Source: an optimization exercise on an open RTL-to-GDS flow (aim: small area and a short achievable clock period). Production flows keep margins and buffers that such runs may drop.
Function was checked by simulation only, so behaviour that the tests miss may differ from the original.
No activity file was given, so power comes from the tool's default toggle rates.

Setup of JK:
## Core
module Core(
  input         clock,
  input         reset,
  output [31:0] io_imem_addr,
  input  [31:0] io_imem_inst,
  output [31:0] io_dmem_addr,
  input  [31:0] io_dmem_rdata,
  output        io_dmem_wen,
  output [31:0] io_dmem_wdata,
  output        io_exit
);
Size in the first run: roughly 50000 um2 of cells after synthesis.
export LEC_CHECK = 0
export CAP_MARGIN = 20
export CELL_PAD_IN_SITES_DETAIL_PLACEMENT = 1
export CELL_PAD_IN_SITES_GLOBAL_PLACEMENT = 2
export CORE_MARGIN = 2
export CORE_UTILIZATION = 40
export PLACE_DENSITY = 0.5
export SETUP_SLACK_MARGIN = 4.5
export SLEW_MARGIN = 20
export SYNTH_HIERARCHICAL = 1
export TNS_END_PERCENT = 5
create_clock -name core_clock -period 11.0 [get_ports {clock}]
standard.sh (not shown) runs the stock make flow with config.mk's settings and CLKGATE_MAP_FILE= SYNTH_SCRIPT=/design/flow/synth_recipe.tcl, a recipe that flattens the netlist after the stock synthesis.
==> flow/flow/run.sh <==
#!/bin/bash
# Own layout flow: the standard synthesis unchanged, then the standard ORFS
# layout with these changes: ports are buffered with buf_4 instead of the
# buffer_ports default, timing repair may resize across cell footprints, and
# clock tree synthesis inserts no dummy load cells.
set -euo pipefail
bash standard.sh synth > synth.log 2>&1
bash standard.sh MATCH_CELL_FOOTPRINT=0 \
  "BUFFER_PORTS_ARGS=-buffer_cell sky130_fd_sc_hd__buf_4" \
  "CTS_ARGS=-sink_clustering_enable -repair_clock_nets -dont_use_dummy_load -buf_list sky130_fd_sc_hd__clkbuf_8" \
  finish > layout.log 2>&1
JK: PASS, flow complete, no timing, DRC or antenna violations
[inputs] MS vs JK
# JK
export LEC_CHECK = 0
export CAP_MARGIN = 20
export CELL_PAD_IN_SITES_DETAIL_PLACEMENT = 1
export CELL_PAD_IN_SITES_GLOBAL_PLACEMENT = 2
export CORE_MARGIN = 2
export CORE_UTILIZATION = 40
export PLACE_DENSITY = 0.5
export SETUP_SLACK_MARGIN = 4.5
export SLEW_MARGIN = 20
export SYNTH_HIERARCHICAL = 1
export TNS_END_PERCENT = 5
create_clock -name core_clock -period 11.0 [get_ports {clock}]
# MS
export LEC_CHECK = 0
export CAP_MARGIN = 10
export CELL_PAD_IN_SITES_DETAIL_PLACEMENT = 1
export CELL_PAD_IN_SITES_GLOBAL_PLACEMENT = 2
export CORE_MARGIN = 2
export CORE_UTILIZATION = 40
export PLACE_DENSITY = 0.5
export SETUP_SLACK_MARGIN = 2.5
export SLEW_MARGIN = 10
export SYNTH_HIERARCHICAL = 1
export TNS_END_PERCENT = 10
create_clock -name core_clock -period 11.0 [get_ports {clock}]
==> flow/flow/run.sh <==
#!/bin/bash
# Own layout flow: the standard synthesis unchanged, then the standard ORFS
# layout with these changes: ports are buffered with buf_2 instead of the
# buffer_ports default, timing repair may resize across cell footprints, and
# clock tree synthesis inserts no dummy load cells.
set -euo pipefail
bash standard.sh synth > synth.log 2>&1
bash standard.sh MATCH_CELL_FOOTPRINT=0 \
  "BUFFER_PORTS_ARGS=-buffer_cell sky130_fd_sc_hd__buf_2" \
  "CTS_ARGS=-sink_clustering_enable -repair_clock_nets -dont_use_dummy_load -buf_list sky130_fd_sc_hd__clkbuf_8" \
  finish > layout.log 2>&1
### Flow results
[MS] flow finished | final checks: failed | reasons: capacitance limit, slew limit
Going from JK to MS, final max-slew violation count grows by 4.
Global-route met2 utilization down 2.5 points in MS wrt JK
| setup slack | MS vs JK | 0.43 ns lower |
Between MS and JK, it is MS whose area used by multi-input combinational logic is lower, by 1800 um2.
Clock tree buffer count of the final layout (MS over JK): decrease, 2.2%
Setup changes, MS to AL
# MS
export LEC_CHECK = 0
export CAP_MARGIN = 10
export CELL_PAD_IN_SITES_DETAIL_PLACEMENT = 1
export CELL_PAD_IN_SITES_GLOBAL_PLACEMENT = 2
export CORE_MARGIN = 2
export CORE_UTILIZATION = 40
export PLACE_DENSITY = 0.5
export SETUP_SLACK_MARGIN = 2.5
export SLEW_MARGIN = 10
export SYNTH_HIERARCHICAL = 1
export TNS_END_PERCENT = 10
create_clock -name core_clock -period 11.0 [get_ports {clock}]
# AL
export LEC_CHECK = 0
export CAP_MARGIN = 20
export CELL_PAD_IN_SITES_DETAIL_PLACEMENT = 1
export CELL_PAD_IN_SITES_GLOBAL_PLACEMENT = 2
export CORE_MARGIN = 2
export CORE_UTILIZATION = 40
export PLACE_DENSITY = 0.5
export SETUP_SLACK_MARGIN = 2.5
export SLEW_MARGIN = 20
export SYNTH_HIERARCHICAL = 1
create_clock -name core_clock -period 11.0 [get_ports {clock}]
==> flow/flow/run.sh <==
#!/bin/bash
# Own layout flow: the standard synthesis unchanged, then the standard ORFS
# layout with these changes: ports are buffered with buf_4 instead of the
# buffer_ports default, timing repair may resize across cell footprints, and
# clock tree synthesis inserts no dummy load cells.
set -euo pipefail
bash standard.sh synth > synth.log 2>&1
bash standard.sh MATCH_CELL_FOOTPRINT=0 \
  "BUFFER_PORTS_ARGS=-buffer_cell sky130_fd_sc_hd__buf_4" \
  "CTS_ARGS=-sink_clustering_enable -repair_clock_nets -dont_use_dummy_load -buf_list sky130_fd_sc_hd__clkbuf_8" \
  finish > layout.log 2>&1
==> comparison <==
AL finished all stages; the layout is clean.
Compared with MS, in AL register share of total power neither gained nor lost much, fraction of met2 tracks used by global routing picked up an extra 0.75 points, die area neither gained nor lost much.
Input-level comparison between TR and AL:
# AL
export LEC_CHECK = 0
export CAP_MARGIN = 20
export CELL_PAD_IN_SITES_DETAIL_PLACEMENT = 1
export CELL_PAD_IN_SITES_GLOBAL_PLACEMENT = 2
export CORE_MARGIN = 2
export CORE_UTILIZATION = 40
export PLACE_DENSITY = 0.5
export SETUP_SLACK_MARGIN = 2.5
export SLEW_MARGIN = 20
export SYNTH_HIERARCHICAL = 1
create_clock -name core_clock -period 11.0 [get_ports {clock}]
# TR
export LEC_CHECK = 0
export CAP_MARGIN = 20
export CELL_PAD_IN_SITES_DETAIL_PLACEMENT = 1
export CELL_PAD_IN_SITES_GLOBAL_PLACEMENT = 2
export CORE_MARGIN = 2
export CORE_UTILIZATION = 40
export PLACE_DENSITY = 0.5
export SETUP_SLACK_MARGIN = 3.0
export SLEW_MARGIN = 20
export SYNTH_HIERARCHICAL = 1
export TNS_END_PERCENT = 10
create_clock -name core_clock -period 11.0 [get_ports {clock}]
Results
In the tables for TR and AL, routing usage on met1 reads higher with TR. No stage failed in TR, and the final checks on the layout all came back clean. AL → TR: largest vdd supply drop now sits higher, setup fix buffers added after clock tree synthesis went up, overall track demand over capacity in global routing went up by 0.27 points, sequential cell fraction of total power went down by 0.4 points. Changes observed in TR relative to AL: fraction of power consumed by combinational cells up 0.7 points, stage delay of the slowest cell on the critical path up 0.21 ns, overall power of the completed layout up 0.78%.

========
Core again, from the RTL that the note above started with.
export LEC_CHECK = 0
export CAP_MARGIN = 20
export CELL_PAD_IN_SITES_DETAIL_PLACEMENT = 1
export CELL_PAD_IN_SITES_GLOBAL_PLACEMENT = 2
export CORE_MARGIN = 2
export CORE_UTILIZATION = 40
export PLACE_DENSITY = 0.5
export SETUP_SLACK_MARGIN = 3.5
export SLEW_MARGIN = 20
export SYNTH_HIERARCHICAL = 1
export TNS_END_PERCENT = 10
create_clock -name core_clock -period 11.0 [get_ports {clock}]
==> flow/flow/run.sh <==
#!/bin/bash
# Own layout flow: the standard synthesis unchanged, then the standard ORFS
# layout with these changes: ports are buffered with buf_2 instead of the
# buffer_ports default, timing repair may resize across cell footprints, and
# clock tree synthesis inserts no dummy load cells.
set -euo pipefail
bash standard.sh synth > synth.log 2>&1
bash standard.sh MATCH_CELL_FOOTPRINT=0 \
  "BUFFER_PORTS_ARGS=-buffer_cell sky130_fd_sc_hd__buf_2" \
  "CTS_ARGS=-sink_clustering_enable -repair_clock_nets -dont_use_dummy_load -buf_list sky130_fd_sc_hd__clkbuf_8" \
  finish > layout.log 2>&1
Change:
==> flow/flow/run.sh (replaced) <==
#!/bin/bash
# Own layout flow: the standard synthesis unchanged, then the standard ORFS
# layout with these changes: ports are buffered with buf_4 instead of the
# buffer_ports default, timing repair may resize across cell footprints, and
# clock tree synthesis inserts no dummy load cells.
set -euo pipefail
bash standard.sh synth > synth.log 2>&1
bash standard.sh MATCH_CELL_FOOTPRINT=0 \
  "BUFFER_PORTS_ARGS=-buffer_cell sky130_fd_sc_hd__buf_4" \
  "CTS_ARGS=-sink_clustering_enable -repair_clock_nets -dont_use_dummy_load -buf_list sky130_fd_sc_hd__clkbuf_8" \
  finish > layout.log 2>&1
Effect:
- setup slack is better by 0.049 ns
- routed wire length is lower by 2.3%
- die area does not change
- sequential power stays flat

========
Another version of the RTL of Core (not shown whole).
Size: roughly 4500 cells after synthesis, ~160 I/O pins, ~48000 µm² of cells after synthesis.
Design Core, start of the top module:
module Core(
  input         clock,
  input         reset,
  output [31:0] io_imem_addr,
  input  [31:0] io_imem_inst,
  output [31:0] io_dmem_addr,
  input  [31:0] io_dmem_rdata,
  output        io_dmem_wen,
  output [31:0] io_dmem_wdata,
  output        io_exit
);
clock: 11.0 ns
lec_check: 0
cap_margin: 20
cell_pad_in_sites_detail_placement: 1
cell_pad_in_sites_global_placement: 2
core_margin: 2
core_utilization: 40
place_density: 0.5
setup_slack_margin: 2.0
slew_margin: 20
synth_hierarchical: 1
==> flow/flow/run.sh <==
#!/bin/bash
# Own layout flow: the standard synthesis unchanged, then the standard ORFS
# layout with two changes: ports are buffered with buf_4 instead of the
# buffer_ports default, and timing repair may resize across cell footprints.
set -euo pipefail
bash standard.sh synth > synth.log 2>&1
bash standard.sh MATCH_CELL_FOOTPRINT=0 "BUFFER_PORTS_ARGS=-buffer_cell sky130_fd_sc_hd__buf_4" finish > layout.log 2>&1
Edit:
--- a/flow/config.mk
+++ b/flow/config.mk
@@ -9,2 +8,0 @@
-export CELL_PAD_IN_SITES_DETAIL_PLACEMENT = 1
-export CELL_PAD_IN_SITES_GLOBAL_PLACEMENT = 2
@@ -12,2 +10,2 @@
-export CORE_UTILIZATION = 40
-export PLACE_DENSITY = 0.5
+export CORE_UTILIZATION = 35
+export PLACE_DENSITY = 0.4
Clock-buffer cell count decreases by 6. Area after synthesis does not change. Combinational power decreases by 3.9%. Wire length increases by 0.43%. Total power increases by 3.8%. Worst setup slack degrades by 0.0051 ns. Non-clock buffer count decreases by 28. Sequential power is about the same.

## separate check: timing with driven ports
The flow's constraints put no driver on any port. The routed layouts listed below were extracted and timed again, unchanged, in two steps. Step 1, drivers: a clkbuf_16 drives clock and a buf_2 each remaining input, both assumed. Step 2 times the ports against the registers' clock, not the clock port: input delays grow and output delays shrink by t, the midpoint of the rising clock arrivals with the driver on. Slacks: ideal ports / drivers / drivers and shift; pairs: ideal ports / drivers.
run	shift t [ns]	setup slack, ns	pins driven straight from the clock port
JK	0.968	2.763 / 2.606 / 2.363	1
MS	0.978	2.337 / 2.312 / 1.429	1
AL	0.946	2.430 / 2.400 / 1.731	1
TR	0.966	2.746 / 2.762 / 1.817	1
the first run of note 2	0.922	3.012 / 2.838 / 2.235	1
the second run of note 2	0.948	3.062 / 2.906 / 2.292	1
the first run of note 3	0.827	1.826 / 1.716 / 1.204	1
the second run of note 3	0.817	1.821 / 1.677 / 1.337	1
The setup slack of TR, which loses most, moves by +0.016 ns with the drivers and by -0.929 ns with both steps.
